What follows belongs to an exercise in optimizing a design on an open flow for small area and a short achievable clock period; a production flow would make more cautious choices. Function was checked by simulation only, so behaviour that the tests miss may differ from the original. Power is estimated from default activity; no workload was simulated.

Design fpmul_pipe, start of the top module:
module fpmul_pipe (clk, oprA, oprB, Result);
    input clk;
    input [31:0] oprA, oprB;
    output [31:0] Result;
    wire [129:0] r1_d;
    wire [7:0] e1_d;
    wire s1_d;
    reg [129:0] r1_q;
    reg [7:0] e1_q;
    reg s1_q;
    wire [24:0] p2_d;
    reg [24:0] p2_q;
    reg [7:0] e2_q;
    reg s2_q;
    fpmul_sa u_sa (.oprA(oprA), .oprB(oprB), .r1(r1_d), .e1(e1_d), .s1(s1_d));
    fpmul_sb u_sb (.r1(r1_q), .p2(p2_d));
    fpmul_sc u_sc (.p2(p2_q), .e2(e2_q), .s2(s2_q), .Result(Result));
    always @(posedge clk)
    begin
        r1_q <= r1_d;
        e1_q <= e1_d;
        s1_q <= s1_d;
        p2_q <= p2_d;
        e2_q <= e1_q;
        s2_q <= s1_q;
    end
endmodule
export LEC_CHECK = 0
export CAP_MARGIN = 20
export CORE_MARGIN = 2
export CORE_UTILIZATION = 40
export SLEW_MARGIN = 20
export SYNTH_HIERARCHICAL = 1
export SYNTH_MINIMUM_KEEP_SIZE = 0
create_clock -name core_clock -period 9.5 [get_ports {clk}]
standard.sh (not shown) runs the stock make flow with config.mk's settings and CLKGATE_MAP_FILE= SYNTH_SCRIPT=/design/flow/synth_recipe.tcl, a recipe that flattens the netlist after the stock synthesis.
==> flow/flow/run.sh <==
#!/bin/bash
# The standard layout, except that the port buffers are buf_4 cells rather than the
# clkdlybuf4s50_1 delay cells buffer_ports picks by default, and that timing repair aims
# for a setup slack of 5.5 ns at the 9.5 ns clock.
set -euo pipefail
export BUFFER_PORTS_ARGS="-buffer_cell sky130_fd_sc_hd__buf_4"
export SETUP_SLACK_MARGIN=5.5
bash standard.sh finish > orfs_flow.log 2>&1
Edit:
==> flow/flow/run.sh (replaced) <==
#!/bin/bash
# The standard layout, except that the port buffers are buf_4 cells rather than the
# clkdlybuf4s50_1 delay cells buffer_ports picks by default.
set -euo pipefail
export BUFFER_PORTS_ARGS="-buffer_cell sky130_fd_sc_hd__buf_4"
bash standard.sh finish > orfs_flow.log 2>&1
SETUP_SLACK_MARGIN = 5   (was unset)
TNS_END_PERCENT = 0   (was unset)
Non-clock buffer count falls by 181; final area falls by about a fifth; first-iteration DRC count falls by a quarter to a third; power falls by a little under a tenth; via count falls by roughly a tenth; register-to-register slack got worse by 0.20 ns; area after synthesis is unchanged; clock skew hardly moves; sequential share of layout area rises by 3.1 points; cell count falls by a little under a tenth; hold slack is about the same.
Edit:
==> flow/flow/run.sh (replaced) <==
#!/bin/bash
# The standard layout, except that the port buffers are buf_8 cells rather than the
# clkdlybuf4s50_1 delay cells buffer_ports picks by default.
set -euo pipefail
export BUFFER_PORTS_ARGS="-buffer_cell sky130_fd_sc_hd__buf_8"
bash standard.sh finish > orfs_flow.log 2>&1
TNS_END_PERCENT = unset   (was 0)
After rerunning: Area after synthesis does not change; worst setup slack gains 0.045 ns; wire length rose by 1.8%; register-to-register slack stays flat; hold slack loses 0.0052 ns; final area rises by 4.0%; clock-buffer cell count grows by 2; total power went up by 3.2%; core utilization came out higher by 1.7 points.
Edit:
==> flow/flow/run.sh (replaced) <==
#!/bin/bash
# The standard layout, except that the port buffers are buf_4 cells rather than the
# clkdlybuf4s50_1 delay cells buffer_ports picks by default.
set -euo pipefail
export BUFFER_PORTS_ARGS="-buffer_cell sky130_fd_sc_hd__buf_4"
bash standard.sh finish > orfs_flow.log 2>&1
CORE_UTILIZATION = 60   (was 40)
What happened: The changed run ran to the end with no violations. Power went down by 0.87%. Hold slack barely changes. Worst setup slack gains 0.0049 ns.

---

fpmul_pipe again, from the RTL that the note above started with.
Design fpmul_pipe, start of the top module:
module fpmul_pipe (clk, oprA, oprB, Result);
    input clk;
    input [31:0] oprA, oprB;
    output [31:0] Result;
    wire [129:0] r1_d;
    wire [7:0] e1_d;
    wire s1_d;
    reg [129:0] r1_q;
    reg [7:0] e1_q;
    reg s1_q;
    wire [24:0] p2_d;
    reg [24:0] p2_q;
    reg [7:0] e2_q;
    reg s2_q;
    fpmul_sa u_sa (.oprA(oprA), .oprB(oprB), .r1(r1_d), .e1(e1_d), .s1(s1_d));
    fpmul_sb u_sb (.r1(r1_q), .p2(p2_d));
    fpmul_sc u_sc (.p2(p2_q), .e2(e2_q), .s2(s2_q), .Result(Result));
    always @(posedge clk)
    begin
        r1_q <= r1_d;
        e1_q <= e1_d;
        s1_q <= s1_d;
        p2_q <= p2_d;
        e2_q <= e1_q;
        s2_q <= s1_q;
    end
endmodule
clock: 9.5 ns
lec_check: 0
cap_margin: 20
core_margin: 2
core_utilization: 40
cts_buf_list: sky130_fd_sc_hd__clkbuf_4 sky130_fd_sc_hd__clkbuf_8
slew_margin: 20
synth_hierarchical: 1
synth_minimum_keep_size: 0
==> flow/flow/run.sh <==
#!/bin/bash
# The standard layout, except that the port buffers are buf_4 cells rather than the
# clkdlybuf4s50_1 delay cells buffer_ports picks by default, and that timing repair aims
# for a setup slack of 5.2 ns at the 9.5 ns clock.
set -euo pipefail
export BUFFER_PORTS_ARGS="-buffer_cell sky130_fd_sc_hd__buf_4"
export SETUP_SLACK_MARGIN=5.2
bash standard.sh finish > orfs_flow.log 2>&1
The starting point went through all stages and came out clean.
Next try:
==> flow/flow/run.sh (replaced) <==
#!/bin/bash
# The standard layout, except that the port buffers are buf_2 cells rather than the
# clkdlybuf4s50_1 delay cells buffer_ports picks by default.
set -euo pipefail
export BUFFER_PORTS_ARGS="-buffer_cell sky130_fd_sc_hd__buf_2"
bash standard.sh finish > orfs_flow.log 2>&1
- CTS_BUF_LIST: sky130_fd_sc_hd__clkbuf_4 sky130_fd_sc_hd__clkbuf_8 -> unset
- SETUP_SLACK_MARGIN: unset -> 5
- TNS_END_PERCENT: unset -> 0
Design area went down by 4.1%.
Routed wire length went down by 6.9%.
Clock-buffer cell count went down by 1.
Cell count went down by about 0.6%.
Non-clock buffer count went down by 4.
Clock skew went down by 0.016 ns.
Die area does not change.
Next try:
==> flow/flow/run.sh (replaced) <==
#!/bin/bash
# The standard layout, except that the port buffers are buf_4 cells rather than the
# clkdlybuf4s50_1 delay cells buffer_ports picks by default, and that timing repair aims
# for a setup slack of 6.5 ns at the 9.5 ns clock.
set -euo pipefail
export BUFFER_PORTS_ARGS="-buffer_cell sky130_fd_sc_hd__buf_4"
export SETUP_SLACK_MARGIN=6.5
bash standard.sh finish > orfs_flow.log 2>&1
- SETUP_SLACK_MARGIN: 5 -> unset
- TNS_END_PERCENT: 0 -> unset
Wire length is higher by a quarter to a third.
Clock power is lower by a little under a tenth.
Cell count is higher by roughly a tenth.
Global-route usage is higher by 6.3 points.
Clock skew stays flat.
Power is higher by well over a third.
Next try:
==> flow/flow/run.sh (replaced) <==
#!/bin/bash
# The standard layout, except that the port buffers are buf_4 cells rather than the
# clkdlybuf4s50_1 delay cells buffer_ports picks by default.
set -euo pipefail
export BUFFER_PORTS_ARGS="-buffer_cell sky130_fd_sc_hd__buf_4"
bash standard.sh finish > orfs_flow.log 2>&1
- SETUP_SLACK_MARGIN: unset -> 5
What happened: Final area drops by 24%; sequential power is about the same; worst setup slack degrades by 0.21 ns; via count falls by 14%; clock power decreases by about 2%; register-to-register slack loses 0.75 ns; routed wire length drops by 24%; worst hold slack gets worse by 0.0060 ns; area after synthesis is unchanged; sequential cell count does not change.

[re-timing with driven ports]
The flow's constraints put no driver on any port. The routed layouts listed below were extracted and timed again, unchanged, in two steps. Step 1 (the two cells are an assumption about what drives the block):
set clk [get_ports {clk}]
set_driving_cell -lib_cell sky130_fd_sc_hd__clkbuf_16 $clk
set_driving_cell -lib_cell sky130_fd_sc_hd__buf_2 [delete_from_list [all_inputs] $clk]
Step 2, shift: input delay + t, output delay - t, t = (earliest + latest rising clock arrival at the registers) / 2. This alone moves slack from input paths to output paths. a / b / c = ideal / step 1 / step 2; a / b = the first two.
run	t, ns	slack for setup (ns)	worst setup path after step 2	latest minus earliest clock arrival (ns)	worst slew at a driven data input, ns
the first run of note 1	0.540	5.279 / 5.185 / 4.645	input to register	0.016 / 0.016	0.16
the second run of note 1	0.537	5.013 / 5.033 / 4.496	input to register	0.016 / 0.016	0.09
the third run of note 1	0.523	5.057 / 5.074 / 4.551	input to register	0.022 / 0.022	0.09
the fourth run of note 1	0.506	5.062 / 5.095 / 4.589	input to register	0.013 / 0.013	0.06
the first run of note 2	0.566	5.148 / 5.174 / 4.609	input to register	0.029 / 0.029	0.10
the second run of note 2	0.526	4.953 / 4.968 / 4.443	input to register	0.016 / 0.017	0.06
the third run of note 2	0.552	5.270 / 5.285 / 4.733	input to register	0.018 / 0.018	0.16
the fourth run of note 2	0.521	5.058 / 5.094 / 4.573	input to register	0.018 / 0.018	0.08
After both steps every run listed still meets setup and hold. The setup slack of the first run of note 1, which loses most, moves by -0.094 ns with the drivers and by -0.634 ns with both steps.
